This is an optimization exercise on Yosys and OpenROAD, whose aim is small area, a short achievable clock period and few clock cycles, not a production implementation.
Where RTL was checked, it was by simulation tests only, not by an equivalence proof against the original.
Power is estimated from default activity; no workload was simulated.

R:
==> module cpu, before the edit <==
module cpu(clk, reset, read_data, datapath_out, mem_cmd, mem_addr);
  input clk, reset;
  input [15:0] read_data;
  output [15:0] datapath_out;
  output reg [1:0] mem_cmd;
  output reg [8:0] mem_addr;
  reg [15:0] R [0:7];
  reg [15:0] ir;
  reg [15:0] A, B;
  reg [8:0]  ma;
  reg        irv;       
  reg        inflight;  
  reg        ldwb;      
  reg [2:0]  ld_rd;
  reg        halted;
  reg [8:0]  pc;        
  wire [2:0] opcode = ir[15:13];
  wire [1:0] op     = ir[12:11];
  wire [1:0] sh     = ir[4:3];
  wire exec   = irv & ~ldwb & ~halted;
  wire is_ldr = opcode == 3'b011;
  wire is_str = opcode == 3'b100;
  wire is_hlt = opcode == 3'b111;
  wire memop  = exec & (is_ldr | is_str);
  reg [15:0] sb;
  always_comb begin
    case (sh)
      2'b00: sb = B;
      2'b01: sb = {B[14:0], 1'b0};
      2'b10: sb = {1'b0, B[15:1]};
      default: sb = {B[15], B[15:1]};
    endcase
  end
  wire [15:0] sum;
  pfx_add #(16) add16 (.a(A), .b(sb), .s(sum));
  reg [15:0] res;
  reg        wr;
  always_comb begin
    res = 16'b0;
    wr  = 1'b0;
    if (opcode == 3'b110) begin
      if (op == 2'b10) begin
        res = {{8{ir[7]}}, ir[7:0]};
        wr = 1'b1;
      end else if (op == 2'b00) begin
        res = sb;
        wr = 1'b1;
      end
    end else if (opcode == 3'b101) begin
      case (op)
        2'b00: begin res = sum;    wr = 1'b1; end
        2'b10: begin res = A & sb; wr = 1'b1; end
        2'b11: begin res = ~sb;    wr = 1'b1; end
        default: ;
      endcase
    end
  end
  wire [2:0] wnum = (opcode == 3'b110 && op == 2'b10) ? ir[10:8] : ir[7:5];
  wire        we    = ldwb | (exec & wr);
  wire [2:0]  waddr = ldwb ? ld_rd : wnum;
  wire [15:0] wdata = ldwb ? read_data : res;
  always_ff @(posedge clk) begin
    if (we) R[waddr] <= wdata;
  end
  wire fetch = ~memop & ~halted & ~(pc[8] & (inflight | irv));
  assign datapath_out = B;
  always_comb begin
    if (memop) begin
      mem_cmd  = is_str ? 2'b10 : 2'b01;
      mem_addr = ma;
    end else begin
      mem_cmd  = fetch ? 2'b01 : 2'b00;
      mem_addr = pc;
    end
  end
  wire load = ~irv | exec;
  wire [15:0] dw = load ? read_data : ir;
  wire [2:0] sela = dw[10:8];
  wire [2:0] selb = (dw[14] | dw[13]) ? dw[2:0] : dw[7:5];  
  wire [8:0] imm5 = {{4{dw[4]}}, dw[4:0]};
  wire hita = we & (waddr == sela);
  wire hitb = we & (waddr == selb);
  wire [15:0] ra = R[sela];
  wire [15:0] rb = R[selb];
  wire [8:0] ma_r, ma_w;
  pfx_add #(9) addr_r (.a(ra[8:0]),    .b(imm5), .s(ma_r));
  pfx_add #(9) addr_w (.a(wdata[8:0]), .b(imm5), .s(ma_w));
  always_ff @(posedge clk) begin
    ir    <= dw;
    A     <= hita ? wdata : ra;
    B     <= hitb ? wdata : rb;
    ma    <= hita ? ma_w : ma_r;
    ld_rd <= wnum;
  end
  always_ff @(posedge clk) begin
    if (reset) begin
      pc       <= 9'd0;
      irv      <= 1'b0;
      inflight <= 1'b0;
      ldwb     <= 1'b0;
      halted   <= 1'b0;
    end else begin
      if (fetch) pc <= pc + 9'd1;
      inflight <= fetch;
      if (load) irv <= inflight;
      ldwb <= memop & is_ldr;
      if (exec & is_hlt) halted <= 1'b1;
    end
  end
endmodule
Settings: LEC_CHECK=0, CAP_MARGIN=20, CORE_MARGIN=2, CORE_UTILIZATION=40, SLEW_MARGIN=20; clock period 6.0 ns.
run.sh (not shown) runs the stock make flow with config.mk's settings and CLKGATE_MAP_FILE= SYNTH_SCRIPT=/design/flow/synth_recipe.tcl, a recipe that flattens the netlist after the stock synthesis.
R completed; timing, DRC and antenna clean
The inputs of P differ from those of R as listed below.
==> flow/design.v, changed modules only <==
module cpu(clk, reset, read_data, datapath_out, mem_cmd, mem_addr);
  input clk, reset;
  input [15:0] read_data;
  output [15:0] datapath_out;
  output reg [1:0] mem_cmd;
  output reg [8:0] mem_addr;
  reg [15:0] R [0:7];
  reg [15:0] ir;
  reg [15:0] A, B;
  reg [8:0]  ma;
  reg        irv;       
  reg        inflight;  
  reg        ldwb;      
  reg [2:0]  ld_rd;
  reg        halted;
  reg [8:0]  pc;        
  reg [8:0]  pcm;       
  reg        mab;       
  wire [2:0] opcode = ir[15:13];
  wire [1:0] op     = ir[12:11];
  wire [1:0] sh     = ir[4:3];
  wire is_ldr = opcode == 3'b011;
  wire is_str = opcode == 3'b100;
  wire exec   = irv & ~ldwb & ~halted & ~(mab & (is_ldr | is_str));
  wire is_hlt = opcode == 3'b111;
  wire memop  = exec & (is_ldr | is_str);
  reg [15:0] sb;
  always_comb begin
    case (sh)
      2'b00: sb = B;
      2'b01: sb = {B[14:0], 1'b0};
      2'b10: sb = {1'b0, B[15:1]};
      default: sb = {B[15], B[15:1]};
    endcase
  end
  wire [15:0] sum;
  pfx_add #(16) add16 (.a(A), .b(sb), .s(sum));
  reg [15:0] res;
  reg        wr;
  always_comb begin
    res = 16'b0;
    wr  = 1'b0;
    if (opcode == 3'b110) begin
      if (op == 2'b10) begin
        res = {{8{ir[7]}}, ir[7:0]};
        wr = 1'b1;
      end else if (op == 2'b00) begin
        res = sb;
        wr = 1'b1;
      end
    end else if (opcode == 3'b101) begin
      case (op)
        2'b00: begin res = sum;    wr = 1'b1; end
        2'b10: begin res = A & sb; wr = 1'b1; end
        2'b11: begin res = ~sb;    wr = 1'b1; end
        default: ;
      endcase
    end
  end
  wire [2:0] wnum = (opcode == 3'b110 && op == 2'b10) ? ir[10:8] : ir[7:5];
  wire        we    = ldwb | (exec & wr);
  wire [2:0]  waddr = ldwb ? ld_rd : wnum;
  wire [15:0] wdata = ldwb ? read_data : res;
  always_ff @(posedge clk) begin
    if (we) R[waddr] <= wdata;
  end
  wire load = ~irv | exec;
  wire refetch = inflight & ~load & ~halted;
  wire fetch = ~memop & ~halted & ~refetch & ~(pc[8] & (inflight | irv));
  assign datapath_out = B;
  always_comb begin
    if (memop) begin
      mem_cmd  = is_str ? 2'b10 : 2'b01;
      mem_addr = ma;
    end else begin
      mem_cmd  = (fetch | refetch) ? 2'b01 : 2'b00;
      mem_addr = refetch ? pcm : pc;
    end
  end
  wire [15:0] dw = load ? read_data : ir;
  wire [2:0] sela = dw[10:8];
  wire [2:0] selb = (dw[14] | dw[13]) ? dw[2:0] : dw[7:5];  
  wire [8:0] imm5 = {{4{dw[4]}}, dw[4:0]};
  wire hita = we & (waddr == sela);
  wire hitxa = exec & wr & (wnum == sela);
  wire hitla = ldwb & (ld_rd == sela);
  wire hitb = we & (waddr == selb);
  wire [15:0] ra = R[sela];
  wire [15:0] rb = R[selb];
  wire [8:0] ma_r, ma_w;
  pfx_add #(9) addr_r (.a(ra[8:0]),    .b(imm5), .s(ma_r));
  pfx_add #(9) addr_w (.a(read_data[8:0]), .b(imm5), .s(ma_w));
  always_ff @(posedge clk) begin
    ir    <= dw;
    A     <= hita ? wdata : ra;
    B     <= hitb ? wdata : rb;
    ma    <= hitla ? ma_w : ma_r;
    mab   <= hitxa;
    ld_rd <= wnum;
  end
  always_ff @(posedge clk) begin
    if (reset) begin
      pc       <= 9'd0;
      irv      <= 1'b0;
      inflight <= 1'b0;
      ldwb     <= 1'b0;
      halted   <= 1'b0;
    end else begin
      if (fetch) begin
        pc  <= pc + 9'd1;
        pcm <= pc;
      end
      inflight <= fetch | refetch;
      if (load) irv <= inflight;
      ldwb <= memop & is_ldr;
      if (exec & is_hlt) halted <= 1'b1;
    end
  end
endmodule
--- outcome ---
The core area in P sits 6.9% above the value recorded for R.
R ended up with fewer cell instances than P did.
The number of synthesized flops with an enable pin in R is 0.936 times that in P.
Higher final period demand of the worst path goes to R over P.
Delta(signed area change from the synthesized netlist to the final layout, P - R) < 0
No run of this note included a check of the RTL's function; only the layout flow was run.

Another version of the RTL of cpu (not shown whole).
Size: roughly 1700 cells after synthesis, ~230 flip-flops, roughly 45 I/O pins, ~14000 um2 of cells after synthesis.
==> module cpu, before the edit <==
module cpu(clk, reset, read_data, datapath_out, mem_cmd, mem_addr);
  input clk, reset;
  input [15:0] read_data;
  output [15:0] datapath_out;
  output reg [1:0] mem_cmd;
  output reg [8:0] mem_addr;
  reg [15:0] R [0:7];
  reg [15:0] w1;        
  reg [2:0]  w1b;       
  reg        v1;        
  reg [15:0] ir;
  reg        irv;       
  reg [15:0] A, B;
  reg [8:0]  ma;
  reg        mab;       
  reg        inflight;  
  reg        ldwb;      
  reg [2:0]  ld_rd;
  reg        halted;
  reg [8:0]  pc;        
  reg [8:0]  pcm;       
  wire [2:0] opcode = ir[15:13];
  wire [1:0] op     = ir[12:11];
  wire [1:0] sh     = ir[4:3];
  wire is_ldr = opcode == 3'b011;
  wire is_str = opcode == 3'b100;
  wire is_hlt = opcode == 3'b111;
  wire exec   = irv & ~ldwb & ~halted & ~(mab & (is_ldr | is_str));
  wire memop  = exec & (is_ldr | is_str);
  reg [15:0] sb;
  always_comb begin
    case (sh)
      2'b00: sb = B;
      2'b01: sb = {B[14:0], 1'b0};
      2'b10: sb = {1'b0, B[15:1]};
      default: sb = {B[15], B[15:1]};
    endcase
  end
  wire [15:0] sum;
  pfx_add #(16) add16 (.a(A), .b(sb), .s(sum));
  reg [15:0] res;
  reg        wr;
  always_comb begin
    res = 16'b0;
    wr  = 1'b0;
    if (opcode == 3'b110) begin
      if (op == 2'b10) begin
        res = {{8{ir[7]}}, ir[7:0]};
        wr = 1'b1;
      end else if (op == 2'b00) begin
        res = sb;
        wr = 1'b1;
      end
    end else if (opcode == 3'b101) begin
      case (op)
        2'b00: begin res = sum;    wr = 1'b1; end
        2'b10: begin res = A & sb; wr = 1'b1; end
        2'b11: begin res = ~sb;    wr = 1'b1; end
        default: ;
      endcase
    end
  end
  wire [2:0] wnum = (opcode == 3'b110 && op == 2'b10) ? ir[10:8] : ir[7:5];
  wire        wx    = exec & wr;
  wire        we    = ldwb | wx;
  wire [2:0]  waddr = ldwb ? ld_rd : wnum;
  wire [15:0] wdata = ldwb ? read_data : res;
  always_ff @(posedge clk) begin
    if (we) R[waddr] <= wdata;
  end
  wire adv  = ~irv | exec;    
  wire take = ~v1 | adv;      
  wire refetch = inflight & ~take & ~halted;
  wire fetch = ~memop & ~halted & ~refetch & ~(pc[8] & (inflight | v1 | irv));
  assign datapath_out = B;
  always_comb begin
    if (memop) begin
      mem_cmd  = is_str ? 2'b10 : 2'b01;
      mem_addr = ma;
    end else begin
      mem_cmd  = (fetch | refetch) ? 2'b01 : 2'b00;
      mem_addr = refetch ? pcm : pc;
    end
  end
  wire [2:0] sela = w1[10:8];
  wire [2:0] selb = w1b;
  wire hitxa = wx & (wnum == sela);
  wire hitxb = wx & (wnum == selb);
  wire hitla = ldwb & (ld_rd == sela);
  wire hitlb = ldwb & (ld_rd == selb);
  wire [7:0] oha = 8'b1 << sela;
  wire [7:0] ohb = 8'b1 << selb;
  reg [15:0] ra, rb;
  integer k;
  always_comb begin
    ra = 16'b0;
    rb = 16'b0;
    for (k = 0; k < 8; k = k + 1) begin
      ra = ra | ({16{oha[k]}} & R[k]);
      rb = rb | ({16{ohb[k]}} & R[k]);
    end
  end
  wire [8:0] ma_r;
  pfx_add #(9) addr_r (.a(ra[8:0]), .b({{4{w1[4]}}, w1[4:0]}), .s(ma_r));
  wire [2:0] irb = (ir[14] | ir[13]) ? ir[2:0] : ir[7:5];
  wire hla = ldwb & (ld_rd == ir[10:8]);
  wire hlb = ldwb & (ld_rd == irb);
  wire [8:0] ma_h;
  pfx_add #(9) addr_h (.a(hla ? read_data[8:0] : A[8:0]), .b({{4{ir[4]}}, ir[4:0]}), .s(ma_h));
  always_ff @(posedge clk) begin
    if (adv) begin
      ir  <= w1;
      A   <= hitxa ? res : (hitla ? read_data : ra);
      B   <= hitxb ? res : (hitlb ? read_data : rb);
      ma  <= ma_r;
      mab <= hitxa | hitla;
    end else begin
      if (hla) A <= read_data;
      if (hlb) B <= read_data;
      if (hla | mab) ma <= ma_h;
      mab <= 1'b0;
    end
    if (take) begin
      w1  <= read_data;
      w1b <= (read_data[14] | read_data[13]) ? read_data[2:0] : read_data[7:5];
    end
    ld_rd <= wnum;
  end
  always_ff @(posedge clk) begin
    if (reset) begin
      pc       <= 9'd0;
      v1       <= 1'b0;
      irv      <= 1'b0;
      inflight <= 1'b0;
      ldwb     <= 1'b0;
      halted   <= 1'b0;
    end else begin
      if (fetch) begin
        pc  <= pc + 9'd1;
        pcm <= pc;
      end
      inflight <= fetch | refetch;
      if (take) v1 <= inflight;
      if (adv) irv <= v1;
      ldwb <= memop & is_ldr;
      if (exec & is_hlt) halted <= 1'b1;
    end
  end
endmodule
==> flow/config.mk <==
export PLATFORM = sky130hd
export DESIGN_NAME = cpu
export DESIGN_NICKNAME = cpu
export VERILOG_FILES = /design/flow/design.v
export SDC_FILE = /design/flow/constraint.sdc
export NUM_CORES = 4
export LEC_CHECK = 0
export ABC_AREA = 1
export CAP_MARGIN = 20
export CORE_MARGIN = 2
export CORE_UTILIZATION = 40
export CTS_CLUSTER_DIAMETER = 150
export CTS_CLUSTER_SIZE = 22
export SETUP_SLACK_MARGIN = 2.5
export SLEW_MARGIN = 20
==> flow/constraint.sdc <==
create_clock -name core_clock -period 6.0 [get_ports {clk}]
set_input_delay 1.2000 -clock core_clock [delete_from_list [all_inputs] [get_ports {clk}]]
set_output_delay 1.2000 -clock core_clock [all_outputs]
set_load 0.01 [all_outputs]
Testbench counts at the start, summed over its fixed seeds: cycles 9,896.
Rerun with:
--- a/flow/design.v
+++ b/flow/design.v
@@ -17,9 +17,8 @@
   reg        ldwb;      
   reg [2:0]  ld_rd;
   reg        halted;
   reg [8:0]  pc;        
-  reg [8:0]  pcm;       
   wire [2:0] opcode = ir[15:13];
   wire [1:0] op     = ir[12:11];
   wire [1:0] sh     = ir[4:3];
   wire is_ldr = opcode == 3'b011;
@@ -69,23 +68,24 @@
     if (we) R[waddr] <= wdata;
   end
   wire adv  = ~irv | exec;    
   wire take = ~v1 | adv;      
-  wire refetch = inflight & ~take & ~halted;
-  wire fetch = ~memop & ~halted & ~refetch & ~(pc[8] & (inflight | v1 | irv));
+  wire stall_n;
+  wire fetch = ~memop & ~halted & ~stall_n & ~(pc[8] & (inflight | v1 | irv));
   assign datapath_out = B;
   always_comb begin
     if (memop) begin
       mem_cmd  = is_str ? 2'b10 : 2'b01;
       mem_addr = ma;
     end else begin
-      mem_cmd  = (fetch | refetch) ? 2'b01 : 2'b00;
-      mem_addr = refetch ? pcm : pc;
+      mem_cmd  = fetch ? 2'b01 : 2'b00;
+      mem_addr = pc;
     end
   end
   wire [2:0] sela = w1[10:8];
   wire [2:0] selb = w1b;
   wire hitxa = wx & (wnum == sela);
+  assign stall_n = v1 & inflight & hitxa & (w1[15:13] == 3'b011 || w1[15:13] == 3'b100);
   wire hitxb = wx & (wnum == selb);
   wire hitla = ldwb & (ld_rd == sela);
   wire hitlb = ldwb & (ld_rd == selb);
   wire [7:0] oha = 8'b1 << sela;
@@ -134,13 +134,10 @@
       inflight <= 1'b0;
       ldwb     <= 1'b0;
       halted   <= 1'b0;
     end else begin
-      if (fetch) begin
-        pc  <= pc + 9'd1;
-        pcm <= pc;
-      end
-      inflight <= fetch | refetch;
+      if (fetch) pc <= pc + 9'd1;
+      inflight <= fetch;
       if (take) v1 <= inflight;
       if (adv) irv <= v1;
       ldwb <= memop & is_ldr;
       if (exec & is_hlt) halted <= 1'b1;
Result:
- die area drops by 2.3%
- cell area fell by 0.59%
- sequential power is lower by about 5%
- utilization increases by 1.0 points
- first-iteration DRC count drops by 8.6%
- non-clock buffer count is higher by 17
- sequential share of layout area fell by 1.5 points
- global-route usage came out higher by 0.18 points
- final cell count rose by 0.46%
- worst setup slack got worse by 110 ps
- maximum frequency shrinks by 3.1%
- area after synthesis goes down by 2.3%
- routed wire length falls by 0.90%
- power fell by 2.6%
For the second run of this note, only the layout was checked, not whether the RTL still works.

-- port drivers added, routing unchanged --
How much do the figures lean on ideal ports? The routed layouts below were timed once more, with nothing changed but the port constraints.
Step 1 (the two cells are an assumption about what drives the block):
set clk [get_ports {clk}]
set_driving_cell -lib_cell sky130_fd_sc_hd__clkbuf_16 $clk
set_driving_cell -lib_cell sky130_fd_sc_hd__buf_2 [delete_from_list [all_inputs] $clk]
Step 2 times the ports against the registers' clock, not the clock port: input delays grow and output delays shrink by t, the midpoint of the rising clock arrivals with the driver on.
Slacks: ideal ports / drivers / drivers and shift; pairs: ideal ports / drivers.
run	shift t [ns]	setup slack, ns	worst hold slack (ns)	latest minus earliest clock arrival (ns)	worst register clock-pin slew, ns
R	0.475	0.575 / 0.575 / 0.575	0.442 / 0.442 / 0.442	0.012 / 0.012	0.08 / 0.08
P	0.499	0.845 / 0.845 / 0.556	0.488 / 0.488 / 0.488	0.018 / 0.017	0.09 / 0.09
the first run of note 2	0.536	2.571 / 2.519 / 2.192	0.429 / 0.429 / 0.429	0.028 / 0.028	0.10 / 0.10
the second run of note 2	0.540	2.460 / 2.408 / 2.190	0.429 / 0.429 / 0.429	0.029 / 0.029	0.10 / 0.10
After both steps every run listed still meets setup and hold. For the first run of note 2, which loses most, drivers alone change the setup slack by -0.052 ns; drivers and shift together by -0.379 ns.
